Source: an optimization exercise on an open RTL-to-GDS flow (aim: small area and a short achievable clock period). Production flows keep margins and buffers that such runs may drop.
No functional check of the RTL was part of any run shown here.

==> design/flow/design.v <==
module fullreg #(  parameter N = 16 )(
    input [N-1:0] d,
    output reg [N-1:0] q,
    input clk,
    input en,
    input clr,  
    input rst   
    );
always @(posedge clk,posedge rst) begin
    if(rst)
        q=0;
    else    
    if(en==1)begin
        if(clr)
            q=0;
        else
            q=d;
    end
end
endmodule
`timescale 1ns / 1ps
module adder
   #(parameter integer N=16)
   (
    input  [N-1:0] x1,
    input  [N-1:0] x2,
    output  [N-1:0] y
    );
    assign y=$unsigned(x1)+$unsigned(x2);
endmodule
module fa_cell(input a, input b, input c, output s, output co);
  assign s = a ^ b ^ c;
  assign co = (a & b) | (a & c) | (b & c);
endmodule
module ha_cell(input a, input b, output s, output co);
  assign s = a ^ b;
  assign co = a & b;
endmodule
`timescale 1ns / 1ps
module mult
   #(parameter integer N=9)
   (
    input  [N-1:0] x1,
    input  [N-1:0] x2,
    output  [2*N-1:0] y
    );
    assign y=$signed(x1)*$signed(x2);
endmodule
module mac(
    input [15:0] x1,
    input [15:0] x2,
    input clk,
    input rst,
    input en,
    output [39:0] y
    );
reg [39:0] S;
reg [31:0] C;
wire s1;
wire c2;
wire s3;
wire c4;
wire s5;
wire c6;
wire s7;
wire c8;
wire s9;
wire c10;
wire s11;
wire c12;
wire s13;
wire c14;
wire s15;
wire c16;
wire s17;
wire c18;
wire s19;
wire c20;
wire s21;
wire c22;
wire s23;
wire c24;
wire s25;
wire c26;
wire s27;
wire c28;
wire s29;
wire c30;
wire s31;
wire c32;
wire s33;
wire c34;
wire s35;
wire c36;
wire s37;
wire c38;
wire s39;
wire c40;
wire s41;
wire c42;
wire s43;
wire c44;
wire s45;
wire c46;
wire s47;
wire c48;
wire s49;
wire c50;
wire s51;
wire c52;
wire s53;
wire c54;
wire s55;
wire c56;
wire s57;
wire c58;
wire s59;
wire c60;
wire s61;
wire c62;
wire s63;
wire c64;
wire s65;
wire c66;
wire s67;
wire c68;
wire s69;
wire c70;
wire s71;
wire c72;
wire s73;
wire c74;
wire s75;
wire c76;
wire s77;
wire c78;
wire s79;
wire c80;
wire s81;
wire c82;
wire s83;
wire c84;
wire s85;
wire c86;
wire s87;
wire c88;
wire s89;
wire c90;
wire s91;
wire c92;
wire s93;
wire c94;
wire s95;
wire c96;
wire s97;
wire c98;
wire s99;
wire c100;
wire s101;
wire c102;
wire s103;
wire c104;
wire s105;
wire c106;
wire s107;
wire c108;
wire s109;
wire c110;
wire s111;
wire c112;
wire s113;
wire c114;
wire s115;
wire c116;
wire s117;
wire c118;
wire s119;
wire c120;
wire s121;
wire c122;
wire s123;
wire c124;
wire s125;
wire c126;
wire s127;
wire c128;
wire s129;
wire c130;
wire s131;
wire c132;
wire s133;
wire c134;
wire s135;
wire c136;
wire s137;
wire c138;
wire s139;
wire c140;
wire s141;
wire c142;
wire s143;
wire c144;
wire s145;
wire c146;
wire s147;
wire c148;
wire s149;
wire c150;
wire s151;
wire c152;
wire s153;
wire c154;
wire s155;
wire c156;
wire s157;
wire c158;
wire s159;
wire c160;
wire s161;
wire c162;
wire s163;
wire c164;
wire s165;
wire c166;
wire s167;
wire c168;
wire s169;
wire c170;
wire s171;
wire c172;
wire s173;
wire c174;
wire s175;
wire c176;
wire s177;
wire c178;
wire s179;
wire c180;
wire s181;
wire c182;
wire s183;
wire c184;
wire s185;
wire c186;
wire s187;
wire c188;
wire s189;
wire c190;
wire s191;
wire c192;
wire s193;
wire c194;
wire s195;
wire c196;
wire s197;
wire c198;
wire s199;
wire c200;
wire s201;
wire c202;
wire s203;
wire c204;
wire s205;
wire c206;
wire s207;
wire c208;
wire s209;
wire c210;
wire s211;
wire c212;
wire s213;
wire c214;
wire s215;
wire c216;
wire s217;
wire c218;
wire s219;
wire c220;
wire s221;
wire c222;
wire s223;
wire c224;
wire s225;
wire c226;
wire s227;
wire c228;
wire s229;
wire c230;
wire s231;
wire c232;
wire s233;
wire c234;
wire s235;
wire c236;
wire s237;
wire c238;
wire s239;
wire c240;
wire s241;
wire c242;
wire s243;
wire c244;
wire s245;
wire c246;
wire s247;
wire c248;
wire s249;
wire c250;
wire s251;
wire c252;
wire s253;
wire c254;
wire s255;
wire c256;
wire s257;
wire c258;
wire s259;
wire c260;
wire s261;
wire c262;
wire s263;
wire c264;
wire s265;
wire c266;
wire s267;
wire c268;
wire s269;
wire c270;
wire s271;
wire c272;
wire s273;
wire c274;
wire s275;
wire c276;
wire s277;
wire c278;
wire s279;
wire c280;
wire s281;
wire c282;
wire s283;
wire c284;
wire s285;
wire c286;
wire s287;
wire c288;
wire s289;
wire c290;
wire s291;
wire c292;
wire s293;
wire c294;
wire s295;
wire c296;
wire one0 = en & (x2[0] ^ 1'b0);
wire two0 = en & ((x2[1] & ~x2[0] & ~1'b0) | (~x2[1] & x2[0] & 1'b0));
wire neg0 = en & x2[1] & ~(x2[0] & 1'b0);
wire pp0_0 = (one0 & (x1[0] ^ neg0)) | (two0 & (1'b0 ^ neg0));
wire pp0_1 = (one0 & (x1[1] ^ neg0)) | (two0 & (x1[0] ^ neg0));
wire pp0_2 = (one0 & (x1[2] ^ neg0)) | (two0 & (x1[1] ^ neg0));
wire pp0_3 = (one0 & (x1[3] ^ neg0)) | (two0 & (x1[2] ^ neg0));
wire pp0_4 = (one0 & (x1[4] ^ neg0)) | (two0 & (x1[3] ^ neg0));
wire pp0_5 = (one0 & (x1[5] ^ neg0)) | (two0 & (x1[4] ^ neg0));
wire pp0_6 = (one0 & (x1[6] ^ neg0)) | (two0 & (x1[5] ^ neg0));
wire pp0_7 = (one0 & (x1[7] ^ neg0)) | (two0 & (x1[6] ^ neg0));
wire pp0_8 = (one0 & (x1[8] ^ neg0)) | (two0 & (x1[7] ^ neg0));
wire pp0_9 = (one0 & (x1[9] ^ neg0)) | (two0 & (x1[8] ^ neg0));
wire pp0_10 = (one0 & (x1[10] ^ neg0)) | (two0 & (x1[9] ^ neg0));
wire pp0_11 = (one0 & (x1[11] ^ neg0)) | (two0 & (x1[10] ^ neg0));
wire pp0_12 = (one0 & (x1[12] ^ neg0)) | (two0 & (x1[11] ^ neg0));
wire pp0_13 = (one0 & (x1[13] ^ neg0)) | (two0 & (x1[12] ^ neg0));
wire pp0_14 = (one0 & (x1[14] ^ neg0)) | (two0 & (x1[13] ^ neg0));
wire pp0_15 = (one0 & (x1[15] ^ neg0)) | (two0 & (x1[14] ^ neg0));
wire pp0_16 = ~((one0 & (x1[15] ^ neg0)) | (two0 & (x1[15] ^ neg0)));
wire one1 = en & (x2[2] ^ x2[1]);
wire two1 = en & ((x2[3] & ~x2[2] & ~x2[1]) | (~x2[3] & x2[2] & x2[1]));
wire neg1 = en & x2[3] & ~(x2[2] & x2[1]);
wire pp1_0 = (one1 & (x1[0] ^ neg1)) | (two1 & (1'b0 ^ neg1));
wire pp1_1 = (one1 & (x1[1] ^ neg1)) | (two1 & (x1[0] ^ neg1));
wire pp1_2 = (one1 & (x1[2] ^ neg1)) | (two1 & (x1[1] ^ neg1));
wire pp1_3 = (one1 & (x1[3] ^ neg1)) | (two1 & (x1[2] ^ neg1));
wire pp1_4 = (one1 & (x1[4] ^ neg1)) | (two1 & (x1[3] ^ neg1));
wire pp1_5 = (one1 & (x1[5] ^ neg1)) | (two1 & (x1[4] ^ neg1));
wire pp1_6 = (one1 & (x1[6] ^ neg1)) | (two1 & (x1[5] ^ neg1));
wire pp1_7 = (one1 & (x1[7] ^ neg1)) | (two1 & (x1[6] ^ neg1));
wire pp1_8 = (one1 & (x1[8] ^ neg1)) | (two1 & (x1[7] ^ neg1));
wire pp1_9 = (one1 & (x1[9] ^ neg1)) | (two1 & (x1[8] ^ neg1));
wire pp1_10 = (one1 & (x1[10] ^ neg1)) | (two1 & (x1[9] ^ neg1));
wire pp1_11 = (one1 & (x1[11] ^ neg1)) | (two1 & (x1[10] ^ neg1));
wire pp1_12 = (one1 & (x1[12] ^ neg1)) | (two1 & (x1[11] ^ neg1));
wire pp1_13 = (one1 & (x1[13] ^ neg1)) | (two1 & (x1[12] ^ neg1));
wire pp1_14 = (one1 & (x1[14] ^ neg1)) | (two1 & (x1[13] ^ neg1));
wire pp1_15 = (one1 & (x1[15] ^ neg1)) | (two1 & (x1[14] ^ neg1));
wire pp1_16 = ~((one1 & (x1[15] ^ neg1)) | (two1 & (x1[15] ^ neg1)));
wire one2 = en & (x2[4] ^ x2[3]);
wire two2 = en & ((x2[5] & ~x2[4] & ~x2[3]) | (~x2[5] & x2[4] & x2[3]));
wire neg2 = en & x2[5] & ~(x2[4] & x2[3]);
wire pp2_0 = (one2 & (x1[0] ^ neg2)) | (two2 & (1'b0 ^ neg2));
wire pp2_1 = (one2 & (x1[1] ^ neg2)) | (two2 & (x1[0] ^ neg2));
wire pp2_2 = (one2 & (x1[2] ^ neg2)) | (two2 & (x1[1] ^ neg2));
wire pp2_3 = (one2 & (x1[3] ^ neg2)) | (two2 & (x1[2] ^ neg2));
wire pp2_4 = (one2 & (x1[4] ^ neg2)) | (two2 & (x1[3] ^ neg2));
wire pp2_5 = (one2 & (x1[5] ^ neg2)) | (two2 & (x1[4] ^ neg2));
wire pp2_6 = (one2 & (x1[6] ^ neg2)) | (two2 & (x1[5] ^ neg2));
wire pp2_7 = (one2 & (x1[7] ^ neg2)) | (two2 & (x1[6] ^ neg2));
wire pp2_8 = (one2 & (x1[8] ^ neg2)) | (two2 & (x1[7] ^ neg2));
wire pp2_9 = (one2 & (x1[9] ^ neg2)) | (two2 & (x1[8] ^ neg2));
wire pp2_10 = (one2 & (x1[10] ^ neg2)) | (two2 & (x1[9] ^ neg2));
wire pp2_11 = (one2 & (x1[11] ^ neg2)) | (two2 & (x1[10] ^ neg2));
wire pp2_12 = (one2 & (x1[12] ^ neg2)) | (two2 & (x1[11] ^ neg2));
wire pp2_13 = (one2 & (x1[13] ^ neg2)) | (two2 & (x1[12] ^ neg2));
wire pp2_14 = (one2 & (x1[14] ^ neg2)) | (two2 & (x1[13] ^ neg2));
wire pp2_15 = (one2 & (x1[15] ^ neg2)) | (two2 & (x1[14] ^ neg2));
wire pp2_16 = ~((one2 & (x1[15] ^ neg2)) | (two2 & (x1[15] ^ neg2)));
wire one3 = en & (x2[6] ^ x2[5]);
wire two3 = en & ((x2[7] & ~x2[6] & ~x2[5]) | (~x2[7] & x2[6] & x2[5]));
wire neg3 = en & x2[7] & ~(x2[6] & x2[5]);
wire pp3_0 = (one3 & (x1[0] ^ neg3)) | (two3 & (1'b0 ^ neg3));
wire pp3_1 = (one3 & (x1[1] ^ neg3)) | (two3 & (x1[0] ^ neg3));
wire pp3_2 = (one3 & (x1[2] ^ neg3)) | (two3 & (x1[1] ^ neg3));
wire pp3_3 = (one3 & (x1[3] ^ neg3)) | (two3 & (x1[2] ^ neg3));
wire pp3_4 = (one3 & (x1[4] ^ neg3)) | (two3 & (x1[3] ^ neg3));
wire pp3_5 = (one3 & (x1[5] ^ neg3)) | (two3 & (x1[4] ^ neg3));
wire pp3_6 = (one3 & (x1[6] ^ neg3)) | (two3 & (x1[5] ^ neg3));
wire pp3_7 = (one3 & (x1[7] ^ neg3)) | (two3 & (x1[6] ^ neg3));
wire pp3_8 = (one3 & (x1[8] ^ neg3)) | (two3 & (x1[7] ^ neg3));
wire pp3_9 = (one3 & (x1[9] ^ neg3)) | (two3 & (x1[8] ^ neg3));
wire pp3_10 = (one3 & (x1[10] ^ neg3)) | (two3 & (x1[9] ^ neg3));
wire pp3_11 = (one3 & (x1[11] ^ neg3)) | (two3 & (x1[10] ^ neg3));
wire pp3_12 = (one3 & (x1[12] ^ neg3)) | (two3 & (x1[11] ^ neg3));
wire pp3_13 = (one3 & (x1[13] ^ neg3)) | (two3 & (x1[12] ^ neg3));
wire pp3_14 = (one3 & (x1[14] ^ neg3)) | (two3 & (x1[13] ^ neg3));
wire pp3_15 = (one3 & (x1[15] ^ neg3)) | (two3 & (x1[14] ^ neg3));
wire pp3_16 = ~((one3 & (x1[15] ^ neg3)) | (two3 & (x1[15] ^ neg3)));
wire one4 = en & (x2[8] ^ x2[7]);
wire two4 = en & ((x2[9] & ~x2[8] & ~x2[7]) | (~x2[9] & x2[8] & x2[7]));
wire neg4 = en & x2[9] & ~(x2[8] & x2[7]);
wire pp4_0 = (one4 & (x1[0] ^ neg4)) | (two4 & (1'b0 ^ neg4));
wire pp4_1 = (one4 & (x1[1] ^ neg4)) | (two4 & (x1[0] ^ neg4));
wire pp4_2 = (one4 & (x1[2] ^ neg4)) | (two4 & (x1[1] ^ neg4));
wire pp4_3 = (one4 & (x1[3] ^ neg4)) | (two4 & (x1[2] ^ neg4));
wire pp4_4 = (one4 & (x1[4] ^ neg4)) | (two4 & (x1[3] ^ neg4));
wire pp4_5 = (one4 & (x1[5] ^ neg4)) | (two4 & (x1[4] ^ neg4));
wire pp4_6 = (one4 & (x1[6] ^ neg4)) | (two4 & (x1[5] ^ neg4));
wire pp4_7 = (one4 & (x1[7] ^ neg4)) | (two4 & (x1[6] ^ neg4));
wire pp4_8 = (one4 & (x1[8] ^ neg4)) | (two4 & (x1[7] ^ neg4));
wire pp4_9 = (one4 & (x1[9] ^ neg4)) | (two4 & (x1[8] ^ neg4));
wire pp4_10 = (one4 & (x1[10] ^ neg4)) | (two4 & (x1[9] ^ neg4));
wire pp4_11 = (one4 & (x1[11] ^ neg4)) | (two4 & (x1[10] ^ neg4));
wire pp4_12 = (one4 & (x1[12] ^ neg4)) | (two4 & (x1[11] ^ neg4));
wire pp4_13 = (one4 & (x1[13] ^ neg4)) | (two4 & (x1[12] ^ neg4));
wire pp4_14 = (one4 & (x1[14] ^ neg4)) | (two4 & (x1[13] ^ neg4));
wire pp4_15 = (one4 & (x1[15] ^ neg4)) | (two4 & (x1[14] ^ neg4));
wire pp4_16 = ~((one4 & (x1[15] ^ neg4)) | (two4 & (x1[15] ^ neg4)));
wire one5 = en & (x2[10] ^ x2[9]);
wire two5 = en & ((x2[11] & ~x2[10] & ~x2[9]) | (~x2[11] & x2[10] & x2[9]));
wire neg5 = en & x2[11] & ~(x2[10] & x2[9]);
wire pp5_0 = (one5 & (x1[0] ^ neg5)) | (two5 & (1'b0 ^ neg5));
wire pp5_1 = (one5 & (x1[1] ^ neg5)) | (two5 & (x1[0] ^ neg5));
wire pp5_2 = (one5 & (x1[2] ^ neg5)) | (two5 & (x1[1] ^ neg5));
wire pp5_3 = (one5 & (x1[3] ^ neg5)) | (two5 & (x1[2] ^ neg5));
wire pp5_4 = (one5 & (x1[4] ^ neg5)) | (two5 & (x1[3] ^ neg5));
wire pp5_5 = (one5 & (x1[5] ^ neg5)) | (two5 & (x1[4] ^ neg5));
wire pp5_6 = (one5 & (x1[6] ^ neg5)) | (two5 & (x1[5] ^ neg5));
wire pp5_7 = (one5 & (x1[7] ^ neg5)) | (two5 & (x1[6] ^ neg5));
wire pp5_8 = (one5 & (x1[8] ^ neg5)) | (two5 & (x1[7] ^ neg5));
wire pp5_9 = (one5 & (x1[9] ^ neg5)) | (two5 & (x1[8] ^ neg5));
wire pp5_10 = (one5 & (x1[10] ^ neg5)) | (two5 & (x1[9] ^ neg5));
wire pp5_11 = (one5 & (x1[11] ^ neg5)) | (two5 & (x1[10] ^ neg5));
wire pp5_12 = (one5 & (x1[12] ^ neg5)) | (two5 & (x1[11] ^ neg5));
wire pp5_13 = (one5 & (x1[13] ^ neg5)) | (two5 & (x1[12] ^ neg5));
wire pp5_14 = (one5 & (x1[14] ^ neg5)) | (two5 & (x1[13] ^ neg5));
wire pp5_15 = (one5 & (x1[15] ^ neg5)) | (two5 & (x1[14] ^ neg5));
wire pp5_16 = ~((one5 & (x1[15] ^ neg5)) | (two5 & (x1[15] ^ neg5)));
wire one6 = en & (x2[12] ^ x2[11]);
wire two6 = en & ((x2[13] & ~x2[12] & ~x2[11]) | (~x2[13] & x2[12] & x2[11]));
wire neg6 = en & x2[13] & ~(x2[12] & x2[11]);
wire pp6_0 = (one6 & (x1[0] ^ neg6)) | (two6 & (1'b0 ^ neg6));
wire pp6_1 = (one6 & (x1[1] ^ neg6)) | (two6 & (x1[0] ^ neg6));
wire pp6_2 = (one6 & (x1[2] ^ neg6)) | (two6 & (x1[1] ^ neg6));
wire pp6_3 = (one6 & (x1[3] ^ neg6)) | (two6 & (x1[2] ^ neg6));
wire pp6_4 = (one6 & (x1[4] ^ neg6)) | (two6 & (x1[3] ^ neg6));
wire pp6_5 = (one6 & (x1[5] ^ neg6)) | (two6 & (x1[4] ^ neg6));
wire pp6_6 = (one6 & (x1[6] ^ neg6)) | (two6 & (x1[5] ^ neg6));
wire pp6_7 = (one6 & (x1[7] ^ neg6)) | (two6 & (x1[6] ^ neg6));
wire pp6_8 = (one6 & (x1[8] ^ neg6)) | (two6 & (x1[7] ^ neg6));
wire pp6_9 = (one6 & (x1[9] ^ neg6)) | (two6 & (x1[8] ^ neg6));
wire pp6_10 = (one6 & (x1[10] ^ neg6)) | (two6 & (x1[9] ^ neg6));
wire pp6_11 = (one6 & (x1[11] ^ neg6)) | (two6 & (x1[10] ^ neg6));
wire pp6_12 = (one6 & (x1[12] ^ neg6)) | (two6 & (x1[11] ^ neg6));
wire pp6_13 = (one6 & (x1[13] ^ neg6)) | (two6 & (x1[12] ^ neg6));
wire pp6_14 = (one6 & (x1[14] ^ neg6)) | (two6 & (x1[13] ^ neg6));
wire pp6_15 = (one6 & (x1[15] ^ neg6)) | (two6 & (x1[14] ^ neg6));
wire pp6_16 = ~((one6 & (x1[15] ^ neg6)) | (two6 & (x1[15] ^ neg6)));
wire one7 = en & (x2[14] ^ x2[13]);
wire two7 = en & ((x2[15] & ~x2[14] & ~x2[13]) | (~x2[15] & x2[14] & x2[13]));
wire neg7 = en & x2[15] & ~(x2[14] & x2[13]);
wire pp7_0 = (one7 & (x1[0] ^ neg7)) | (two7 & (1'b0 ^ neg7));
wire pp7_1 = (one7 & (x1[1] ^ neg7)) | (two7 & (x1[0] ^ neg7));
wire pp7_2 = (one7 & (x1[2] ^ neg7)) | (two7 & (x1[1] ^ neg7));
wire pp7_3 = (one7 & (x1[3] ^ neg7)) | (two7 & (x1[2] ^ neg7));
wire pp7_4 = (one7 & (x1[4] ^ neg7)) | (two7 & (x1[3] ^ neg7));
wire pp7_5 = (one7 & (x1[5] ^ neg7)) | (two7 & (x1[4] ^ neg7));
wire pp7_6 = (one7 & (x1[6] ^ neg7)) | (two7 & (x1[5] ^ neg7));
wire pp7_7 = (one7 & (x1[7] ^ neg7)) | (two7 & (x1[6] ^ neg7));
wire pp7_8 = (one7 & (x1[8] ^ neg7)) | (two7 & (x1[7] ^ neg7));
wire pp7_9 = (one7 & (x1[9] ^ neg7)) | (two7 & (x1[8] ^ neg7));
wire pp7_10 = (one7 & (x1[10] ^ neg7)) | (two7 & (x1[9] ^ neg7));
wire pp7_11 = (one7 & (x1[11] ^ neg7)) | (two7 & (x1[10] ^ neg7));
wire pp7_12 = (one7 & (x1[12] ^ neg7)) | (two7 & (x1[11] ^ neg7));
wire pp7_13 = (one7 & (x1[13] ^ neg7)) | (two7 & (x1[12] ^ neg7));
wire pp7_14 = (one7 & (x1[14] ^ neg7)) | (two7 & (x1[13] ^ neg7));
wire pp7_15 = (one7 & (x1[15] ^ neg7)) | (two7 & (x1[14] ^ neg7));
wire pp7_16 = ~((one7 & (x1[15] ^ neg7)) | (two7 & (x1[15] ^ neg7)));
wire s0n = ~pp0_16;
wire [4:0] yi = y[18:14];
wire [5:0] yp1 = {1'b0, yi} + 6'd1;
wire [5:0] yinc = neg7 ? yp1 : {1'b0, yi};
ha_cell hs1 (.a(y[8]), .b(neg4), .s(s1), .co(c2));
ha_cell hs3 (.a(y[9]), .b(pp0_9), .s(s3), .co(c4));
fa_cell fs5 (.a(y[10]), .b(neg5), .c(pp0_10), .s(s5), .co(c6));
ha_cell hs7 (.a(pp1_8), .b(pp2_6), .s(s7), .co(c8));
fa_cell fs9 (.a(y[11]), .b(pp0_11), .c(pp1_9), .s(s9), .co(c10));
ha_cell hs11 (.a(pp2_7), .b(pp3_5), .s(s11), .co(c12));
fa_cell fs13 (.a(y[12]), .b(neg6), .c(pp0_12), .s(s13), .co(c14));
fa_cell fs15 (.a(pp1_10), .b(pp2_8), .c(pp3_6), .s(s15), .co(c16));
ha_cell hs17 (.a(pp4_4), .b(pp5_2), .s(s17), .co(c18));
fa_cell fs19 (.a(y[13]), .b(pp0_13), .c(pp1_11), .s(s19), .co(c20));
fa_cell fs21 (.a(pp2_9), .b(pp3_7), .c(pp4_5), .s(s21), .co(c22));
ha_cell hs23 (.a(pp5_3), .b(pp6_1), .s(s23), .co(c24));
fa_cell fs25 (.a(yinc[0]), .b(pp0_14), .c(pp1_12), .s(s25), .co(c26));
fa_cell fs27 (.a(pp2_10), .b(pp3_8), .c(pp4_6), .s(s27), .co(c28));
fa_cell fs29 (.a(pp5_4), .b(pp6_2), .c(pp7_0), .s(s29), .co(c30));
fa_cell fs31 (.a(yinc[1]), .b(pp0_15), .c(pp1_13), .s(s31), .co(c32));
fa_cell fs33 (.a(pp2_11), .b(pp3_9), .c(pp4_7), .s(s33), .co(c34));
fa_cell fs35 (.a(pp5_5), .b(pp6_3), .c(pp7_1), .s(s35), .co(c36));
fa_cell fs37 (.a(yinc[2]), .b(pp1_14), .c(pp2_12), .s(s37), .co(c38));
fa_cell fs39 (.a(pp3_10), .b(pp4_8), .c(pp5_6), .s(s39), .co(c40));
fa_cell fs41 (.a(pp6_4), .b(pp7_2), .c(s0n), .s(s41), .co(c42));
fa_cell fs43 (.a(yinc[3]), .b(pp1_15), .c(pp2_13), .s(s43), .co(c44));
fa_cell fs45 (.a(pp3_11), .b(pp4_9), .c(pp5_7), .s(s45), .co(c46));
fa_cell fs47 (.a(pp6_5), .b(pp7_3), .c(s0n), .s(s47), .co(c48));
fa_cell fs49 (.a(yinc[4]), .b(pp1_16), .c(pp2_14), .s(s49), .co(c50));
fa_cell fs51 (.a(pp3_12), .b(pp4_10), .c(pp5_8), .s(s51), .co(c52));
fa_cell fs53 (.a(pp6_6), .b(pp7_4), .c(pp0_16), .s(s53), .co(c54));
assign s55 = ~(y[19] ^ yinc[5]);
assign c56 = y[19] | yinc[5];
fa_cell fs57 (.a(pp2_15), .b(pp3_13), .c(pp4_11), .s(s57), .co(c58));
fa_cell fs59 (.a(pp5_9), .b(pp6_7), .c(pp7_5), .s(s59), .co(c60));
fa_cell fs61 (.a(y[20]), .b(pp2_16), .c(pp3_14), .s(s61), .co(c62));
fa_cell fs63 (.a(pp4_12), .b(pp5_10), .c(pp6_8), .s(s63), .co(c64));
assign s65 = ~(y[21] ^ pp3_15);
assign c66 = y[21] | pp3_15;
ha_cell hs67 (.a(pp4_13), .b(pp5_11), .s(s67), .co(c68));
fa_cell fs69 (.a(y[22]), .b(pp3_16), .c(pp4_14), .s(s69), .co(c70));
assign s71 = ~y[23];
assign c72 = y[23];
ha_cell hs73 (.a(y[4]), .b(neg2), .s(s73), .co(c74));
ha_cell hs75 (.a(y[5]), .b(pp0_5), .s(s75), .co(c76));
fa_cell fs77 (.a(y[6]), .b(neg3), .c(pp0_6), .s(s77), .co(c78));
ha_cell hs79 (.a(pp1_4), .b(pp2_2), .s(s79), .co(c80));
fa_cell fs81 (.a(y[7]), .b(pp0_7), .c(pp1_5), .s(s81), .co(c82));
ha_cell hs83 (.a(pp2_3), .b(pp3_1), .s(s83), .co(c84));
fa_cell fs85 (.a(s1), .b(pp0_8), .c(pp1_6), .s(s85), .co(c86));
fa_cell fs87 (.a(pp2_4), .b(pp3_2), .c(pp4_0), .s(s87), .co(c88));
fa_cell fs89 (.a(c2), .b(pp1_7), .c(pp2_5), .s(s89), .co(c90));
fa_cell fs91 (.a(pp3_3), .b(pp4_1), .c(s3), .s(s91), .co(c92));
fa_cell fs93 (.a(pp3_4), .b(pp4_2), .c(pp5_0), .s(s93), .co(c94));
fa_cell fs95 (.a(c4), .b(s7), .c(s5), .s(s95), .co(c96));
fa_cell fs97 (.a(pp4_3), .b(pp5_1), .c(c8), .s(s97), .co(c98));
fa_cell fs99 (.a(s11), .b(c6), .c(s9), .s(s99), .co(c100));
fa_cell fs101 (.a(pp6_0), .b(c12), .c(s17), .s(s101), .co(c102));
fa_cell fs103 (.a(c10), .b(s13), .c(s15), .s(s103), .co(c104));
fa_cell fs105 (.a(c18), .b(s23), .c(c14), .s(s105), .co(c106));
fa_cell fs107 (.a(c16), .b(s19), .c(s21), .s(s107), .co(c108));
fa_cell fs109 (.a(c24), .b(c20), .c(c22), .s(s109), .co(c110));
fa_cell fs111 (.a(s25), .b(s27), .c(s29), .s(s111), .co(c112));
fa_cell fs113 (.a(c26), .b(c28), .c(c30), .s(s113), .co(c114));
fa_cell fs115 (.a(s31), .b(s33), .c(s35), .s(s115), .co(c116));
fa_cell fs117 (.a(c32), .b(c34), .c(c36), .s(s117), .co(c118));
fa_cell fs119 (.a(s37), .b(s39), .c(s41), .s(s119), .co(c120));
fa_cell fs121 (.a(c38), .b(c40), .c(c42), .s(s121), .co(c122));
fa_cell fs123 (.a(s43), .b(s45), .c(s47), .s(s123), .co(c124));
fa_cell fs125 (.a(c44), .b(c46), .c(c48), .s(s125), .co(c126));
fa_cell fs127 (.a(s49), .b(s51), .c(s53), .s(s127), .co(c128));
fa_cell fs129 (.a(s55), .b(c50), .c(c52), .s(s129), .co(c130));
fa_cell fs131 (.a(c54), .b(s57), .c(s59), .s(s131), .co(c132));
fa_cell fs133 (.a(pp7_6), .b(c56), .c(c58), .s(s133), .co(c134));
fa_cell fs135 (.a(c60), .b(s61), .c(s63), .s(s135), .co(c136));
fa_cell fs137 (.a(pp6_9), .b(pp7_7), .c(s67), .s(s137), .co(c138));
fa_cell fs139 (.a(c62), .b(c64), .c(s65), .s(s139), .co(c140));
fa_cell fs141 (.a(pp5_12), .b(pp6_10), .c(pp7_8), .s(s141), .co(c142));
fa_cell fs143 (.a(c68), .b(c66), .c(s69), .s(s143), .co(c144));
fa_cell fs145 (.a(s71), .b(pp4_15), .c(pp5_13), .s(s145), .co(c146));
fa_cell fs147 (.a(pp6_11), .b(pp7_9), .c(c70), .s(s147), .co(c148));
fa_cell fs149 (.a(y[24]), .b(c72), .c(pp4_16), .s(s149), .co(c150));
fa_cell fs151 (.a(pp5_14), .b(pp6_12), .c(pp7_10), .s(s151), .co(c152));
assign s153 = ~(y[25] ^ pp5_15);
assign c154 = y[25] | pp5_15;
ha_cell hs155 (.a(pp6_13), .b(pp7_11), .s(s155), .co(c156));
fa_cell fs157 (.a(y[26]), .b(pp5_16), .c(pp6_14), .s(s157), .co(c158));
assign s159 = ~y[27];
assign c160 = y[27];
ha_cell hs161 (.a(y[2]), .b(neg1), .s(s161), .co(c162));
ha_cell hs163 (.a(y[3]), .b(pp0_3), .s(s163), .co(c164));
fa_cell fs165 (.a(s73), .b(pp0_4), .c(pp1_2), .s(s165), .co(c166));
fa_cell fs167 (.a(c74), .b(pp1_3), .c(pp2_1), .s(s167), .co(c168));
fa_cell fs169 (.a(pp3_0), .b(c76), .c(s79), .s(s169), .co(c170));
fa_cell fs171 (.a(c80), .b(s83), .c(c78), .s(s171), .co(c172));
fa_cell fs173 (.a(c84), .b(c82), .c(s85), .s(s173), .co(c174));
fa_cell fs175 (.a(c86), .b(c88), .c(s89), .s(s175), .co(c176));
fa_cell fs177 (.a(c90), .b(s93), .c(c92), .s(s177), .co(c178));
fa_cell fs179 (.a(c94), .b(s97), .c(c96), .s(s179), .co(c180));
fa_cell fs181 (.a(c98), .b(s101), .c(c100), .s(s181), .co(c182));
fa_cell fs183 (.a(c102), .b(c104), .c(s105), .s(s183), .co(c184));
fa_cell fs185 (.a(c106), .b(c108), .c(s109), .s(s185), .co(c186));
fa_cell fs187 (.a(c110), .b(c112), .c(s113), .s(s187), .co(c188));
fa_cell fs189 (.a(c114), .b(c116), .c(s117), .s(s189), .co(c190));
fa_cell fs191 (.a(c118), .b(c120), .c(s121), .s(s191), .co(c192));
fa_cell fs193 (.a(c122), .b(c124), .c(s125), .s(s193), .co(c194));
fa_cell fs195 (.a(c126), .b(c128), .c(s129), .s(s195), .co(c196));
fa_cell fs197 (.a(c130), .b(c132), .c(s133), .s(s197), .co(c198));
fa_cell fs199 (.a(s137), .b(c134), .c(c136), .s(s199), .co(c200));
fa_cell fs201 (.a(s141), .b(c138), .c(c140), .s(s201), .co(c202));
fa_cell fs203 (.a(c142), .b(s145), .c(c144), .s(s203), .co(c204));
fa_cell fs205 (.a(c146), .b(s149), .c(s151), .s(s205), .co(c206));
fa_cell fs207 (.a(s155), .b(c150), .c(c152), .s(s207), .co(c208));
fa_cell fs209 (.a(pp7_12), .b(c156), .c(c154), .s(s209), .co(c210));
fa_cell fs211 (.a(s159), .b(pp6_15), .c(pp7_13), .s(s211), .co(c212));
fa_cell fs213 (.a(y[28]), .b(c160), .c(pp6_16), .s(s213), .co(c214));
assign s215 = ~y[29];
assign c216 = y[29];
ha_cell hs217 (.a(y[0]), .b(neg0), .s(s217), .co(c218));
ha_cell hs219 (.a(y[1]), .b(pp0_1), .s(s219), .co(c220));
fa_cell fs221 (.a(s161), .b(pp0_2), .c(pp1_0), .s(s221), .co(c222));
fa_cell fs223 (.a(c162), .b(pp1_1), .c(s163), .s(s223), .co(c224));
fa_cell fs225 (.a(pp2_0), .b(c164), .c(s165), .s(s225), .co(c226));
fa_cell fs227 (.a(s75), .b(c166), .c(s167), .s(s227), .co(c228));
fa_cell fs229 (.a(c168), .b(s77), .c(s169), .s(s229), .co(c230));
fa_cell fs231 (.a(s81), .b(c170), .c(s171), .s(s231), .co(c232));
fa_cell fs233 (.a(s87), .b(c172), .c(s173), .s(s233), .co(c234));
fa_cell fs235 (.a(s91), .b(c174), .c(s175), .s(s235), .co(c236));
fa_cell fs237 (.a(c176), .b(s95), .c(s177), .s(s237), .co(c238));
fa_cell fs239 (.a(s99), .b(c178), .c(s179), .s(s239), .co(c240));
fa_cell fs241 (.a(s103), .b(c180), .c(s181), .s(s241), .co(c242));
fa_cell fs243 (.a(s107), .b(c182), .c(s183), .s(s243), .co(c244));
fa_cell fs245 (.a(s111), .b(c184), .c(s185), .s(s245), .co(c246));
fa_cell fs247 (.a(s115), .b(c186), .c(s187), .s(s247), .co(c248));
fa_cell fs249 (.a(s119), .b(c188), .c(s189), .s(s249), .co(c250));
fa_cell fs251 (.a(s123), .b(c190), .c(s191), .s(s251), .co(c252));
fa_cell fs253 (.a(s127), .b(c192), .c(s193), .s(s253), .co(c254));
fa_cell fs255 (.a(s131), .b(c194), .c(s195), .s(s255), .co(c256));
fa_cell fs257 (.a(s135), .b(c196), .c(s197), .s(s257), .co(c258));
fa_cell fs259 (.a(s139), .b(c198), .c(s199), .s(s259), .co(c260));
fa_cell fs261 (.a(s143), .b(c200), .c(s201), .s(s261), .co(c262));
fa_cell fs263 (.a(s147), .b(c202), .c(s203), .s(s263), .co(c264));
fa_cell fs265 (.a(c148), .b(s205), .c(c204), .s(s265), .co(c266));
fa_cell fs267 (.a(s153), .b(c206), .c(s207), .s(s267), .co(c268));
fa_cell fs269 (.a(s157), .b(c208), .c(s209), .s(s269), .co(c270));
fa_cell fs271 (.a(c158), .b(s211), .c(c210), .s(s271), .co(c272));
fa_cell fs273 (.a(pp7_14), .b(c212), .c(s213), .s(s273), .co(c274));
fa_cell fs275 (.a(s215), .b(pp7_15), .c(c214), .s(s275), .co(c276));
fa_cell fs277 (.a(y[30]), .b(c216), .c(pp7_16), .s(s277), .co(c278));
assign s279 = ~y[31];
assign c280 = y[31];
assign s281 = ~y[32];
assign c282 = y[32];
assign s283 = ~y[33];
assign c284 = y[33];
assign s285 = ~y[34];
assign c286 = y[34];
assign s287 = ~y[35];
assign c288 = y[35];
assign s289 = ~y[36];
assign c290 = y[36];
assign s291 = ~y[37];
assign c292 = y[37];
assign s293 = ~y[38];
assign c294 = y[38];
assign s295 = ~y[39];
assign c296 = y[39];
wire [7:0] hs = {c294, c292, c290, c288, c286, c284, c282, c280} + {s295, s293, s291, s289, s287, s285, s283, s281};
wire [39:0] Sn = {hs[7], hs[6], hs[5], hs[4], hs[3], hs[2], hs[1], hs[0], c278, c276, c274, c272, c270, c268, c266, c264, c262, c260, c258, c256, c254, c252, c250, c248, c246, c244, c242, c240, c238, c236, c234, c232, c230, c228, c226, c224, c222, c220, c218, pp0_0};
wire [31:0] Cn = {s279, s277, s275, s273, s271, s269, s267, s265, s263, s261, s259, s257, s255, s253, s251, s249, s247, s245, s243, s241, s239, s237, s235, s233, s231, s229, s227, s225, s223, s221, s219, s217};
always @(posedge clk or posedge rst)
  if (rst) begin
    S <= 40'd0;
    C <= 32'd0;
  end else begin
    S <= Sn;
    C <= Cn;
  end
wire [39:0] ya = S[39:0], yb = {8'd0, C};
wire [39:0] p0, g0;
ha_cell pg0 (.a(ya[0]), .b(yb[0]), .s(p0[0]), .co(g0[0]));
ha_cell pg1 (.a(ya[1]), .b(yb[1]), .s(p0[1]), .co(g0[1]));
ha_cell pg2 (.a(ya[2]), .b(yb[2]), .s(p0[2]), .co(g0[2]));
ha_cell pg3 (.a(ya[3]), .b(yb[3]), .s(p0[3]), .co(g0[3]));
ha_cell pg4 (.a(ya[4]), .b(yb[4]), .s(p0[4]), .co(g0[4]));
ha_cell pg5 (.a(ya[5]), .b(yb[5]), .s(p0[5]), .co(g0[5]));
ha_cell pg6 (.a(ya[6]), .b(yb[6]), .s(p0[6]), .co(g0[6]));
ha_cell pg7 (.a(ya[7]), .b(yb[7]), .s(p0[7]), .co(g0[7]));
ha_cell pg8 (.a(ya[8]), .b(yb[8]), .s(p0[8]), .co(g0[8]));
ha_cell pg9 (.a(ya[9]), .b(yb[9]), .s(p0[9]), .co(g0[9]));
ha_cell pg10 (.a(ya[10]), .b(yb[10]), .s(p0[10]), .co(g0[10]));
ha_cell pg11 (.a(ya[11]), .b(yb[11]), .s(p0[11]), .co(g0[11]));
ha_cell pg12 (.a(ya[12]), .b(yb[12]), .s(p0[12]), .co(g0[12]));
ha_cell pg13 (.a(ya[13]), .b(yb[13]), .s(p0[13]), .co(g0[13]));
ha_cell pg14 (.a(ya[14]), .b(yb[14]), .s(p0[14]), .co(g0[14]));
ha_cell pg15 (.a(ya[15]), .b(yb[15]), .s(p0[15]), .co(g0[15]));
ha_cell pg16 (.a(ya[16]), .b(yb[16]), .s(p0[16]), .co(g0[16]));
ha_cell pg17 (.a(ya[17]), .b(yb[17]), .s(p0[17]), .co(g0[17]));
ha_cell pg18 (.a(ya[18]), .b(yb[18]), .s(p0[18]), .co(g0[18]));
ha_cell pg19 (.a(ya[19]), .b(yb[19]), .s(p0[19]), .co(g0[19]));
ha_cell pg20 (.a(ya[20]), .b(yb[20]), .s(p0[20]), .co(g0[20]));
ha_cell pg21 (.a(ya[21]), .b(yb[21]), .s(p0[21]), .co(g0[21]));
ha_cell pg22 (.a(ya[22]), .b(yb[22]), .s(p0[22]), .co(g0[22]));
ha_cell pg23 (.a(ya[23]), .b(yb[23]), .s(p0[23]), .co(g0[23]));
ha_cell pg24 (.a(ya[24]), .b(yb[24]), .s(p0[24]), .co(g0[24]));
ha_cell pg25 (.a(ya[25]), .b(yb[25]), .s(p0[25]), .co(g0[25]));
ha_cell pg26 (.a(ya[26]), .b(yb[26]), .s(p0[26]), .co(g0[26]));
ha_cell pg27 (.a(ya[27]), .b(yb[27]), .s(p0[27]), .co(g0[27]));
ha_cell pg28 (.a(ya[28]), .b(yb[28]), .s(p0[28]), .co(g0[28]));
ha_cell pg29 (.a(ya[29]), .b(yb[29]), .s(p0[29]), .co(g0[29]));
ha_cell pg30 (.a(ya[30]), .b(yb[30]), .s(p0[30]), .co(g0[30]));
ha_cell pg31 (.a(ya[31]), .b(yb[31]), .s(p0[31]), .co(g0[31]));
assign p0[32] = ya[32];
assign g0[32] = 1'b0;
assign p0[33] = ya[33];
assign g0[33] = 1'b0;
assign p0[34] = ya[34];
assign g0[34] = 1'b0;
assign p0[35] = ya[35];
assign g0[35] = 1'b0;
assign p0[36] = ya[36];
assign g0[36] = 1'b0;
assign p0[37] = ya[37];
assign g0[37] = 1'b0;
assign p0[38] = ya[38];
assign g0[38] = 1'b0;
assign p0[39] = ya[39];
assign g0[39] = 1'b0;
wire sg0_1 = g0[1] | (p0[1] & g0[0]);
wire sp0_1 = p0[1] & p0[0];
wire sg0_3 = g0[3] | (p0[3] & g0[2]);
wire sp0_3 = p0[3] & p0[2];
wire sg0_5 = g0[5] | (p0[5] & g0[4]);
wire sp0_5 = p0[5] & p0[4];
wire sg0_7 = g0[7] | (p0[7] & g0[6]);
wire sp0_7 = p0[7] & p0[6];
wire sg0_9 = g0[9] | (p0[9] & g0[8]);
wire sp0_9 = p0[9] & p0[8];
wire sg0_11 = g0[11] | (p0[11] & g0[10]);
wire sp0_11 = p0[11] & p0[10];
wire sg0_13 = g0[13] | (p0[13] & g0[12]);
wire sp0_13 = p0[13] & p0[12];
wire sg0_15 = g0[15] | (p0[15] & g0[14]);
wire sp0_15 = p0[15] & p0[14];
wire sg0_17 = g0[17] | (p0[17] & g0[16]);
wire sp0_17 = p0[17] & p0[16];
wire sg0_19 = g0[19] | (p0[19] & g0[18]);
wire sp0_19 = p0[19] & p0[18];
wire sg0_21 = g0[21] | (p0[21] & g0[20]);
wire sp0_21 = p0[21] & p0[20];
wire sg0_23 = g0[23] | (p0[23] & g0[22]);
wire sp0_23 = p0[23] & p0[22];
wire sg0_25 = g0[25] | (p0[25] & g0[24]);
wire sp0_25 = p0[25] & p0[24];
wire sg0_27 = g0[27] | (p0[27] & g0[26]);
wire sp0_27 = p0[27] & p0[26];
wire sg0_29 = g0[29] | (p0[29] & g0[28]);
wire sp0_29 = p0[29] & p0[28];
wire sg0_31 = g0[31] | (p0[31] & g0[30]);
wire sp0_31 = p0[31] & p0[30];
wire sg0_33 = g0[33] | (p0[33] & g0[32]);
wire sp0_33 = p0[33] & p0[32];
wire sg0_35 = g0[35] | (p0[35] & g0[34]);
wire sp0_35 = p0[35] & p0[34];
wire sg0_37 = g0[37] | (p0[37] & g0[36]);
wire sp0_37 = p0[37] & p0[36];
wire sg0_39 = g0[39] | (p0[39] & g0[38]);
wire sp0_39 = p0[39] & p0[38];
wire sg1_2 = g0[2] | (p0[2] & sg0_1);
wire sp1_2 = p0[2] & sp0_1;
wire sg1_3 = sg0_3 | (sp0_3 & sg0_1);
wire sp1_3 = sp0_3 & sp0_1;
wire sg1_6 = g0[6] | (p0[6] & sg0_5);
wire sp1_6 = p0[6] & sp0_5;
wire sg1_7 = sg0_7 | (sp0_7 & sg0_5);
wire sp1_7 = sp0_7 & sp0_5;
wire sg1_10 = g0[10] | (p0[10] & sg0_9);
wire sp1_10 = p0[10] & sp0_9;
wire sg1_11 = sg0_11 | (sp0_11 & sg0_9);
wire sp1_11 = sp0_11 & sp0_9;
wire sg1_14 = g0[14] | (p0[14] & sg0_13);
wire sp1_14 = p0[14] & sp0_13;
wire sg1_15 = sg0_15 | (sp0_15 & sg0_13);
wire sp1_15 = sp0_15 & sp0_13;
wire sg1_18 = g0[18] | (p0[18] & sg0_17);
wire sp1_18 = p0[18] & sp0_17;
wire sg1_19 = sg0_19 | (sp0_19 & sg0_17);
wire sp1_19 = sp0_19 & sp0_17;
wire sg1_22 = g0[22] | (p0[22] & sg0_21);
wire sp1_22 = p0[22] & sp0_21;
wire sg1_23 = sg0_23 | (sp0_23 & sg0_21);
wire sp1_23 = sp0_23 & sp0_21;
wire sg1_26 = g0[26] | (p0[26] & sg0_25);
wire sp1_26 = p0[26] & sp0_25;
wire sg1_27 = sg0_27 | (sp0_27 & sg0_25);
wire sp1_27 = sp0_27 & sp0_25;
wire sg1_30 = g0[30] | (p0[30] & sg0_29);
wire sp1_30 = p0[30] & sp0_29;
wire sg1_31 = sg0_31 | (sp0_31 & sg0_29);
wire sp1_31 = sp0_31 & sp0_29;
wire sg1_34 = g0[34] | (p0[34] & sg0_33);
wire sp1_34 = p0[34] & sp0_33;
wire sg1_35 = sg0_35 | (sp0_35 & sg0_33);
wire sp1_35 = sp0_35 & sp0_33;
wire sg1_38 = g0[38] | (p0[38] & sg0_37);
wire sp1_38 = p0[38] & sp0_37;
wire sg1_39 = sg0_39 | (sp0_39 & sg0_37);
wire sp1_39 = sp0_39 & sp0_37;
wire sg2_4 = g0[4] | (p0[4] & sg1_3);
wire sp2_4 = p0[4] & sp1_3;
wire sg2_5 = sg0_5 | (sp0_5 & sg1_3);
wire sp2_5 = sp0_5 & sp1_3;
wire sg2_6 = sg1_6 | (sp1_6 & sg1_3);
wire sp2_6 = sp1_6 & sp1_3;
wire sg2_7 = sg1_7 | (sp1_7 & sg1_3);
wire sp2_7 = sp1_7 & sp1_3;
wire sg2_12 = g0[12] | (p0[12] & sg1_11);
wire sp2_12 = p0[12] & sp1_11;
wire sg2_13 = sg0_13 | (sp0_13 & sg1_11);
wire sp2_13 = sp0_13 & sp1_11;
wire sg2_14 = sg1_14 | (sp1_14 & sg1_11);
wire sp2_14 = sp1_14 & sp1_11;
wire sg2_15 = sg1_15 | (sp1_15 & sg1_11);
wire sp2_15 = sp1_15 & sp1_11;
wire sg2_20 = g0[20] | (p0[20] & sg1_19);
wire sp2_20 = p0[20] & sp1_19;
wire sg2_21 = sg0_21 | (sp0_21 & sg1_19);
wire sp2_21 = sp0_21 & sp1_19;
wire sg2_22 = sg1_22 | (sp1_22 & sg1_19);
wire sp2_22 = sp1_22 & sp1_19;
wire sg2_23 = sg1_23 | (sp1_23 & sg1_19);
wire sp2_23 = sp1_23 & sp1_19;
wire sg2_28 = g0[28] | (p0[28] & sg1_27);
wire sp2_28 = p0[28] & sp1_27;
wire sg2_29 = sg0_29 | (sp0_29 & sg1_27);
wire sp2_29 = sp0_29 & sp1_27;
wire sg2_30 = sg1_30 | (sp1_30 & sg1_27);
wire sp2_30 = sp1_30 & sp1_27;
wire sg2_31 = sg1_31 | (sp1_31 & sg1_27);
wire sp2_31 = sp1_31 & sp1_27;
wire sg2_36 = g0[36] | (p0[36] & sg1_35);
wire sp2_36 = p0[36] & sp1_35;
wire sg2_37 = sg0_37 | (sp0_37 & sg1_35);
wire sp2_37 = sp0_37 & sp1_35;
wire sg2_38 = sg1_38 | (sp1_38 & sg1_35);
wire sp2_38 = sp1_38 & sp1_35;
wire sg2_39 = sg1_39 | (sp1_39 & sg1_35);
wire sp2_39 = sp1_39 & sp1_35;
wire sg3_8 = g0[8] | (p0[8] & sg2_7);
wire sp3_8 = p0[8] & sp2_7;
wire sg3_9 = sg0_9 | (sp0_9 & sg2_7);
wire sp3_9 = sp0_9 & sp2_7;
wire sg3_10 = sg1_10 | (sp1_10 & sg2_7);
wire sp3_10 = sp1_10 & sp2_7;
wire sg3_11 = sg1_11 | (sp1_11 & sg2_7);
wire sp3_11 = sp1_11 & sp2_7;
wire sg3_12 = sg2_12 | (sp2_12 & sg2_7);
wire sp3_12 = sp2_12 & sp2_7;
wire sg3_13 = sg2_13 | (sp2_13 & sg2_7);
wire sp3_13 = sp2_13 & sp2_7;
wire sg3_14 = sg2_14 | (sp2_14 & sg2_7);
wire sp3_14 = sp2_14 & sp2_7;
wire sg3_15 = sg2_15 | (sp2_15 & sg2_7);
wire sp3_15 = sp2_15 & sp2_7;
wire sg3_24 = g0[24] | (p0[24] & sg2_23);
wire sp3_24 = p0[24] & sp2_23;
wire sg3_25 = sg0_25 | (sp0_25 & sg2_23);
wire sp3_25 = sp0_25 & sp2_23;
wire sg3_26 = sg1_26 | (sp1_26 & sg2_23);
wire sp3_26 = sp1_26 & sp2_23;
wire sg3_27 = sg1_27 | (sp1_27 & sg2_23);
wire sp3_27 = sp1_27 & sp2_23;
wire sg3_28 = sg2_28 | (sp2_28 & sg2_23);
wire sp3_28 = sp2_28 & sp2_23;
wire sg3_29 = sg2_29 | (sp2_29 & sg2_23);
wire sp3_29 = sp2_29 & sp2_23;
wire sg3_30 = sg2_30 | (sp2_30 & sg2_23);
wire sp3_30 = sp2_30 & sp2_23;
wire sg3_31 = sg2_31 | (sp2_31 & sg2_23);
wire sp3_31 = sp2_31 & sp2_23;
wire sg4_16 = g0[16] | (p0[16] & sg3_15);
wire sp4_16 = p0[16] & sp3_15;
wire sg4_17 = sg0_17 | (sp0_17 & sg3_15);
wire sp4_17 = sp0_17 & sp3_15;
wire sg4_18 = sg1_18 | (sp1_18 & sg3_15);
wire sp4_18 = sp1_18 & sp3_15;
wire sg4_19 = sg1_19 | (sp1_19 & sg3_15);
wire sp4_19 = sp1_19 & sp3_15;
wire sg4_20 = sg2_20 | (sp2_20 & sg3_15);
wire sp4_20 = sp2_20 & sp3_15;
wire sg4_21 = sg2_21 | (sp2_21 & sg3_15);
wire sp4_21 = sp2_21 & sp3_15;
wire sg4_22 = sg2_22 | (sp2_22 & sg3_15);
wire sp4_22 = sp2_22 & sp3_15;
wire sg4_23 = sg2_23 | (sp2_23 & sg3_15);
wire sp4_23 = sp2_23 & sp3_15;
wire sg4_24 = sg3_24 | (sp3_24 & sg3_15);
wire sp4_24 = sp3_24 & sp3_15;
wire sg4_25 = sg3_25 | (sp3_25 & sg3_15);
wire sp4_25 = sp3_25 & sp3_15;
wire sg4_26 = sg3_26 | (sp3_26 & sg3_15);
wire sp4_26 = sp3_26 & sp3_15;
wire sg4_27 = sg3_27 | (sp3_27 & sg3_15);
wire sp4_27 = sp3_27 & sp3_15;
wire sg4_28 = sg3_28 | (sp3_28 & sg3_15);
wire sp4_28 = sp3_28 & sp3_15;
wire sg4_29 = sg3_29 | (sp3_29 & sg3_15);
wire sp4_29 = sp3_29 & sp3_15;
wire sg4_30 = sg3_30 | (sp3_30 & sg3_15);
wire sp4_30 = sp3_30 & sp3_15;
wire sg4_31 = sg3_31 | (sp3_31 & sg3_15);
wire sp4_31 = sp3_31 & sp3_15;
wire sg5_32 = g0[32] | (p0[32] & sg4_31);
wire sp5_32 = p0[32] & sp4_31;
wire sg5_33 = sg0_33 | (sp0_33 & sg4_31);
wire sp5_33 = sp0_33 & sp4_31;
wire sg5_34 = sg1_34 | (sp1_34 & sg4_31);
wire sp5_34 = sp1_34 & sp4_31;
wire sg5_35 = sg1_35 | (sp1_35 & sg4_31);
wire sp5_35 = sp1_35 & sp4_31;
wire sg5_36 = sg2_36 | (sp2_36 & sg4_31);
wire sp5_36 = sp2_36 & sp4_31;
wire sg5_37 = sg2_37 | (sp2_37 & sg4_31);
wire sp5_37 = sp2_37 & sp4_31;
wire sg5_38 = sg2_38 | (sp2_38 & sg4_31);
wire sp5_38 = sp2_38 & sp4_31;
wire sg5_39 = sg2_39 | (sp2_39 & sg4_31);
wire sp5_39 = sp2_39 & sp4_31;
wire [39:0] cy = {sg5_38, sg5_37, sg5_36, sg5_35, sg5_34, sg5_33, sg5_32, sg4_31, sg4_30, sg4_29, sg4_28, sg4_27, sg4_26, sg4_25, sg4_24, sg4_23, sg4_22, sg4_21, sg4_20, sg4_19, sg4_18, sg4_17, sg4_16, sg3_15, sg3_14, sg3_13, sg3_12, sg3_11, sg3_10, sg3_9, sg3_8, sg2_7, sg2_6, sg2_5, sg2_4, sg1_3, sg1_2, sg0_1, g0[0], 1'b0};
assign y[39:0] = p0 ^ cy;
endmodule
==> design/flow/flow/run.sh <==
#!/bin/bash
# The standard layout (standard.sh: ORFS synthesis to final layout) with a
# few extra ORFS settings; the clock, constraints and synthesis script are
# unchanged. Settings come from flow/params.sh:
#   MARGIN      setup slack that repair_timing aims for (ns)
#   PORTBUF     cell used to buffer every input and output port
#   EXTRA       further ORFS make variables
set -u
. flow/params.sh
bash standard.sh SETUP_SLACK_MARGIN=$MARGIN "BUFFER_PORTS_ARGS=-buffer_cell $PORTBUF" $EXTRA finish > standard.log 2>&1
==> design/flow/flow/params.sh <==
MARGIN=6.5
PORTBUF=sky130_fd_sc_hd__buf_1
EXTRA="ABC_LOAD_IN_FF=2"
==> design/flow/standard.sh <==
#!/bin/bash
# synth_recipe.tcl (not shown) runs the flow's synth.tcl, then flattens the netlist and writes it again
# the make line also repeats each setting of config.mk as NAME=value (left out here)
make -C /OpenROAD-flow-scripts/flow DESIGN_CONFIG=/design/flow/config.mk WORK_HOME=/design/flow/orfs CLKGATE_MAP_FILE= SYNTH_SCRIPT=/design/flow/synth_recipe.tcl "${@:-finish}"
==> design/flow/config.mk <==
export PLATFORM = sky130hd
export DESIGN_NAME = mac
export DESIGN_NICKNAME = mac
export VERILOG_FILES = /design/flow/design.v
export SDC_FILE = /design/flow/constraint.sdc
export NUM_CORES = 4
export LEC_CHECK = 0
export ABC_AREA = 1
export CAP_MARGIN = 20
export CORE_MARGIN = 2
export CORE_UTILIZATION = 60
export CTS_BUF_LIST = sky130_fd_sc_hd__clkbuf_4 sky130_fd_sc_hd__clkbuf_8
export SETUP_SLACK_MARGIN = 5
export SLEW_MARGIN = 20
export SYNTH_HIERARCHICAL = 1
==> design/flow/constraint.sdc <==
create_clock -name core_clock -period 12.0 [get_ports {clk}]
set_input_delay 2.4000 -clock core_clock [delete_from_list [all_inputs] [get_ports {clk}]]
set_output_delay 2.4000 -clock core_clock [all_outputs]
set_load 0.01 [all_outputs]
==> metrics.md, run 1 <==
| Metric | Value |
|---|---|
| Initial antenna violation count | 0 |
| Core Rows | 45 |
| Area delta synth->final | 8.743% |
| Port Buf Inserts | 74 |
| CP max FO | 6 |
| # DRC | 0 |
| Clock Tree Root | clkbuf_8 |
| Total clock buffers created by CTS | 9 |
| Placed Instances | about 1100 |
| CTS tree | built |
| Critical path endpoint category | flop |
| Crit start category | input pin |
| Overflow after GRT | 0 |
| Worst min path class | reg -> reg |
| Worst Path Arrival | ~5700 ps |
| # hold bufs at CTS | 0 |
| Number of global-route vias before repair | between 7000 and 8000 |
| Post-Synthesis Net Count | 1165 |
| Worst slew pin tran | 945.8 ps |
| Period utilization | 45.21% |
| Initial core utilization | slightly above 60% |
| # fillers | roughly 1300 |
| First-pass GRT wire length | between 30000 and 40000 um |
| Setup WS pre-CTS | roughly 5200 ps |
| Final Setup Violations | 0 |
| Top FF cell, synth | dfrtp_1 |
| IO Count | 75 |
| DRT antenna net count | 0 |
| Vias | 7008 |
| Slew Viols, Final | 0 |
| Clk latency of the worst-skew pair | slightly below 400 ps |
| DRT iter0 DRCs | around 560 |
| GRT Total Usage | about 30% |
| Slack of the critical path | 6575 ps |
| Hold slack | between 600 and 700 ps |
| Core Area | ~0.015 mm2 |
| Synthesis-stage register bit count | a little over 70 |
| Post-synth cell types | 40 |
| Seq/Total Area, Yosys | between 10% and 20% |
| Multi-input combinational cell area | approximately 0.007 mm2 |
| Number of synthesized flops with an enable pin | 0 |
| CTS clk-pin slew, worst paths | around 80 ps |
| Post-synthesis instance total | 942 |
| Share of layout cells above drive strength 1 | 11.65% |
| Die width | 127.3 um |
| Ant diodes | 0 |
| Die Span Y | 127.3 um |
| Cell area after synthesis | between 0.009 and 0.01 mm2 |
| Synth async-reset ratio | between 90% and 100% |
| WL/cell | ~19 um |
| DP HPWL | between 15000 and 20000 um |
| Count of nets after finishing | between 1000 and 1500 |
| Reg area | between 0.0015 and 0.002 mm2 |
| Deepest clock path buffer count | 2 |
| Fin util | 65.94% |
| Fin. Hold Viols | 0 |
| Max-cap violation count | 0 |
| Syn_area_per_cell | 9.678 um2 |
| Post-Route WL | 22660 um |
| Post-route cell area | 0.009913 mm2 |
| Dpl cell area | approximately 0.0094 mm2 |
| Warnings, synthesis | 7 |
| Min Tclk post-route | between 5000 and 6000 ps |
| # clock sinks | 72 |
| Vias/cell | between 5 and 6 |
| Status | no timing/DRC/antenna violations |
| Largest net degree at the start of global routing | 73 |
| Unrepaired setup endpoints after global routing | yes |
| Final Instance Count excl. Fillers | roughly 1200 |
| Max_slew headroom | between 30% and 40% |
| Setup TNS Final | 0 ps |
| CP required | around 12000 ps |
| Drt first pass iters | 6 |
| Maximum clock rate | between 150 and 200 MHz |
| GP Congestion | 0.9383 |
| Clock skew | around 15 ps |
| Crit Path Category | in -> reg |
| Die area | about 0.016 mm2 |
| H-tree depth | 3 |
==> layout by cell type, fill, tap and decap left out, drive strengths merged, types with 2 or more instances in the layout <==
cell type | Yosys | layout
a31o | 2 | 2
nor3 | 10 | 10
nor2 | 23 | 23
clkinv | 1 | 3
o21bai | 4 | 4
o22ai | 111 | 111
clkbuf | 17 | 13
xor2 | 48 | 48
nand2 | 130 | 130
buf | 46 | 101
nor3b | 2 | 2
ha | 70 | 70
inv | 79 | 79
dfrtp | 72 | 72
o21ai | 26 | 26
a21oi | 31 | 31
a21o | 5 | 5
xnor2 | 119 | 119
or2 | 3 | 3
nand3 | 21 | 21
fa | 118 | 118
==> Yosys stat by module (local to each module, per instance) <==
| module | cells inside | area, um2 | times used |
|---|---|---|---|
| fa_cell | 1 | 20.02 | 117 |
| mac | 777 | 6173 | 1 |
| ha_cell | 1 | 12.51 | 48 |
==> critical path: stages <==
cell and delay [ps]:
buf_1 180, ha_1 260, nor3_2 200, buf_6 140, xor2_1 250, nand2_1 190
o21ai_1 160, fa_1 470, fa_1 450, fa_1 550, fa_1 420
==> flip-flops by register name, indices dropped and copies added, names as in the netlist <==
register,flops
S,40
C,32
==> path summary, 6_finish.rpt <==
kind / start / endpoint / slack, ps / cells past startpoint
setup / recovery: x2[1] / C[18] / 6570 / 11
hold / removal: S[36] / S[36] / 610 / 3
setup reg to reg: S[1] / C[19] / 7200 / 21
hold reg to reg: S[36] / S[36] / 610 / 3
max in group asynchronous: rst / S[2] / 9110 / 3
min in group asynchronous: rst / S[37] / 2270 / 3
==> layout make-up <==
cell class | instances | area share, %
clock buffers | 13 | 1.679
clock inverters | 3 | 0.4039
inverters | 80 | 3.054
multi-input cells | 727 | 69.08
flip-flops and latches | 72 | 18.17
well taps | 188 | 2.373
repair buffers | 101 | 5.238
==> Yosys cell counts, types with 3 or more instances <==
master    instances  area share, %
buf_1            18           0.74
a21oi_2           3           0.29
fa_1            118             26
xor2_1           47            4.5
ha_1             70            9.6
buf_2            13           0.71
nand2_4           4           0.49
clkbuf_1         17           0.70
nand3_1          20            1.1
inv_2             4           0.16
inv_1            75            3.1
a21oi_1          27            1.5
nor3_1            8           0.44
o21ai_0          26            1.4
nand2_1         108            4.4
o22ai_1         111            7.6
a21o_1            5           0.41
nor2_1           20           0.82
buf_4            15            1.2
dfrtp_1          72             20
o21bai_1          3           0.25
nand2_2          18            1.2
xnor2_1         119             11
==> repair_timing <==
| item | 4_1_cts | 5_1_grt |
|---|---|---|
| gates resized for setup | 12 | 29 |
| endpoints found under the setup margin | 38 | 23 |
| setup buffers | 0 | 19 |
| pin swaps | 0 | 7 |
==> per-layer routing <==
metal,vias to the layer above,global-route usage [%],share of wire [%]
met2,287,45.49,45
met1,3466,43.17,45
met4,0,9.825,2.1
met5,-,0,0
li1,3213,-,-
met3,42,4.941,8.2
==> cell families after synthesis <==
family                   Yosys count  synth area share (%)
AO/OA/AOI/OAI                    181                 12.22
XOR/XNOR                         167                 16.13
adder cells (fa/ha/maj)          188                 35.52
buffers and inverters            143                 6.684
flip-flops                        72                 19.76
AND/OR/NAND/NOR                  191                 9.690
==> run 2, diff against run 1 <==
==> design/flow/flow/params.sh (replaced) <==
MARGIN=6.8
PORTBUF=sky130_fd_sc_hd__buf_1
EXTRA="ABC_LOAD_IN_FF=2"
==> run 2 against run 1 <==
Core utilization up 6.3 points; area after synthesis unchanged; still clean on timing, DRC and antenna; global-route usage grew 1.1 points.
==> metrics.md, run 2 <==
| Metric | Value |
|---|---|
| Largest register FFs | 40 (unchanged) |
| Clock skew | 7.280 ps (-7.988 ps) |
| Core Rows | 45 (unchanged) |
| CP required | 12240 ps (-20 ps) |
| Top-count cell post-synth | xnor2_1 |
| Deepest clock path buffer count | 2 (unchanged) |
| Post-route cell area | 0.01086 mm2 (+9.6%) |
| Synthesis-stage register bit count | 72 (unchanged) |
| # hold bufs at CTS | 0 (unchanged) |
| Most frequent cells in the layout | 105 x xnor2_1, 97 x o22ai_1, 90 x fa_1, 86 x nand2_1, 72 x dfrtp_1 |
| Seq/Total Area, Yosys | 19.76% (unchanged) |
| DRT antenna net count | 0 (unchanged) |
| Crit start category | input pin |
| Post-synthesis instance total | 942 (unchanged) |
| Max-cap violation count | 0 (unchanged) |
| Count of nets after finishing | 1246 (+2.6%) |
| Warnings, synthesis | 7 (unchanged) |
| Die width | 127.3 um (unchanged) |
| IO Count | 75 (unchanged) |
| Setup TNS Final | 0 ps (unchanged) |
| Clk latency of the worst-skew pair | 370 ps (-20 ps) |
| Synth async-reset ratio | 100.0% (unchanged) |
| DRT iter0 DRCs | 526 (-6.2%) |
| Dpl cell area | 0.009664 mm2 (+2.6%) |
| Cell Chain, Critical Path | buf_8 -> ha_4 -> nor3_4 -> buf_6 -> clkbuf_16 -> nand4_1 -> xor2_2 -> fa_2 -> fa_2 -> fa_1 -> fa_1 |
| Top FF cell, synth | dfrtp_1 |
| Final Setup Violations | 0 (unchanged) |
| Post-Route WL | 23990 um (+5.9%) |
| Clock Tree Root | clkbuf_8 |
| Period utilization | 43.54% (-1.7 points) |
| Number of global-route vias before repair | 7547 (+5.7%) |
| GP Congestion | 0.9155 (-2.4%) |
| GRT Total Usage | 30.66% (+1.1 points) |
| Unrepaired setup endpoints after global routing | yes |
| Worst slew pin tran | 943.8 ps (-2.028 ps) |
| Die area | 0.01620 mm2 (unchanged) |
| Crit Path Category | in -> reg |
| Core Area | 0.01503 mm2 (unchanged) |
| Max_slew headroom | 37.08% (+0.14 points) |
| Share of layout cells above drive strength 1 | 24.73% (+13 points) |
| WL/cell | 19.75 um (+3.2%) |
| Most common cell after layout, fill and taps aside | xnor2_1 |
| # DRC | 0 (unchanged) |
| Initial core utilization | 60.64% (unchanged) |
| Worst Path Arrival | 5460 ps (-230 ps) |
| Port Buf Inserts | 74 (unchanged) |
| R2r startpoint | S[1] |
| Post-Synthesis Net Count | 1165 (unchanged) |
| Die Span Y | 127.3 um (unchanged) |
| Top post-synthesis cells by area | fa_1 26%, dfrtp_1 20%, xnor2_1 11%, ha_1 9.6%, o22ai_1 7.6% |
| Worst setup path start | x2[14] |
| Vias | 7204 (+2.8%) |
| Number of synthesized flops with an enable pin | 0 (unchanged) |
| Overflow after GRT | 0 (unchanged) |
| Syn_area_per_cell | 9.678 um2 (unchanged) |
| Slowest cell on crit path | fa_1 |
| Vias/cell | 5.929 (+0.17%) |
| Hold Crit Start | S[36] |
| DP HPWL | 17920 um (-0.12%) |
| Initial antenna violation count | 0 (unchanged) |
| CP max FO | 5 (-1) |
| Largest net degree at the start of global routing | 73 (unchanged) |
| Regs by FF count | S: 40 flops, C: 32 flops |
| CTS clk-pin slew, worst paths | 80 ps (about the same) |
| Slew Viols, Final | 0 (unchanged) |
| Fin. Hold Viols | 0 (unchanged) |
| Yosys top cell by area | fa_1 |
| Worst min path class | reg -> reg |
| Critical Path Max Stage Delay | 560 ps (about the same) |
| Post-synth top cells | 119 x xnor2_1, 118 x fa_1, 111 x o22ai_1 |
| Min Tclk post-route | 5225 ps (-200.4 ps) |
| Critical path endpoint category | flop |
| Ant diodes | 0 (unchanged) |
| Total clock buffers created by CTS | 9 (unchanged) |
| First-pass GRT wire length | 38570 um (+4.7%) |
| Post-synth cell types | 40 (unchanged) |
| Maximum clock rate | 191.4 MHz (+3.8%) |
| Area delta synth->final | 19.15% |
| Top cell type's share of synthesized area | 25.91% (unchanged) |
| # clock sinks | 72 (unchanged) |
| Reg with most FFs | S |
| H-tree depth | 3 (unchanged) |
| Drt first pass iters | 6 (unchanged) |
| CTS tree | built |
| Cell area after synthesis | 0.009116 mm2 (unchanged) |
| Status | no timing/DRC/antenna violations |
run 2: cell counts after synthesis:
No cell type changed its count.
run 2: metal layers:
layer	share of wire [%]	GRT usage, %	wire length [um]	vias to the layer above
li1	-	-	-	3294
met1	43	43.40	10390	3590
met2	48	49.76	11510	278
met3	6.6	4.397	1587	42
met4	2.1	8.985	506	0
met5	0	0	0	-
run 2: metrics by stage:
stage	cells	utilization (%)	hold WS (ps)	setup slack, ps
finish	1215	72.25	587.7	6775
global route	1215	72.25	629.2	6731
CTS	1185	68.47	592.8	6742
detailed placement	1147	64.29	577.2	5338
global placement	1147	64.29	572.2	5412
floorplan	942	-	548.4	6780
run 2: cell type report:
class / count / area, um2
sequential: 72 / 1802
inverter: 80 / 310.3
tap: 188 / 235.2
clock inverter: 5 / 81.33
clock buffer: 10 / 137.6
multi-input combinational: 727 / 7378
fill: 1131 / 4172
timing repair buffer: 133 / 917.1
run 2: final timing paths:
check,endpoint,slack (ps),cells past startpoint
min in group asynchronous,S[38],2280,3
setup / recovery,C[19],6780,11
max in group asynchronous,C[5],9100,3
hold reg to reg,S[36],590,3
setup reg to reg,C[19],7180,22
hold / removal,S[36],590,3
run 2: logic make-up (layout without fill, tap and decap cells):
| kind of cell | count (synthesis) | in the layout | synth area share [%] |
|---|---|---|---|
| buffers and inverters | 143 | 228 | 6.684 |
| AOI/OAI and AO/OA | 181 | 181 | 12.22 |
| and+or+nand+nor | 191 | 191 | 9.690 |
| xor gates and xnor gates | 167 | 167 | 16.13 |
| DFF | 72 | 72 | 19.76 |
| adders and majority gates | 188 | 188 | 35.52 |
run 2: worst max-delay path: cells and delay by family:
kind / cells / cell delay [ps]
XOR/XNOR: 1 / 270
adder cells (fa/ha/maj): 5 / 2040
AND/OR/NAND/NOR: 2 / 350
buffers and inverters: 3 / 380
run 2: what timing repair did:
item | CTS | global route
gates resized for setup | 50 | 83
gates cloned | 1 | 1
pin swaps | 17 | 38
setup endpoints to repair | 52 | 40
buffers inserted | 22 | 29
run 2: modules after synthesis (local to each module, per instance):
module   copies in the design  area, um2  flops+latches
mac                         1       6173             72
ha_cell                    48      12.51              0
fa_cell                   117      20.02              0

[afterwards: timing with drivers on the ports]
How much do the figures lean on ideal ports? The routed layouts below were timed once more, with nothing changed but the port constraints.
Step 1 (the two cells are an assumption about what drives the block):
set clk [get_ports {clk}]
set_driving_cell -lib_cell sky130_fd_sc_hd__clkbuf_16 $clk
set_driving_cell -lib_cell sky130_fd_sc_hd__buf_2 [delete_from_list [all_inputs] $clk]
Step 2 adds t to the input delays and takes it off the output delays; t is the mean of the earliest and latest rising clock arrival at the registers after step 1. Input paths then give back, and output paths get back, about the clock's delay inside the block.
Three values: no drivers, after step 1, after step 2; two values: the first two.
run | shift t [ns] | setup WS [ns] | hold WS [ns] | slew at the worst register clock pin (ns)
run 1 | 0.426 | 6.575 / 6.585 / 6.170 | 0.607 / 0.607 / 0.607 | 0.08 / 0.08
run 2 | 0.410 | 6.775 / 6.776 / 6.366 | 0.588 / 0.588 / 0.588 | 0.08 / 0.08
After both steps every run listed still meets setup and hold. For run 2, which loses most, drivers alone change the setup slack by +0.001 ns; drivers and shift together by -0.409 ns.
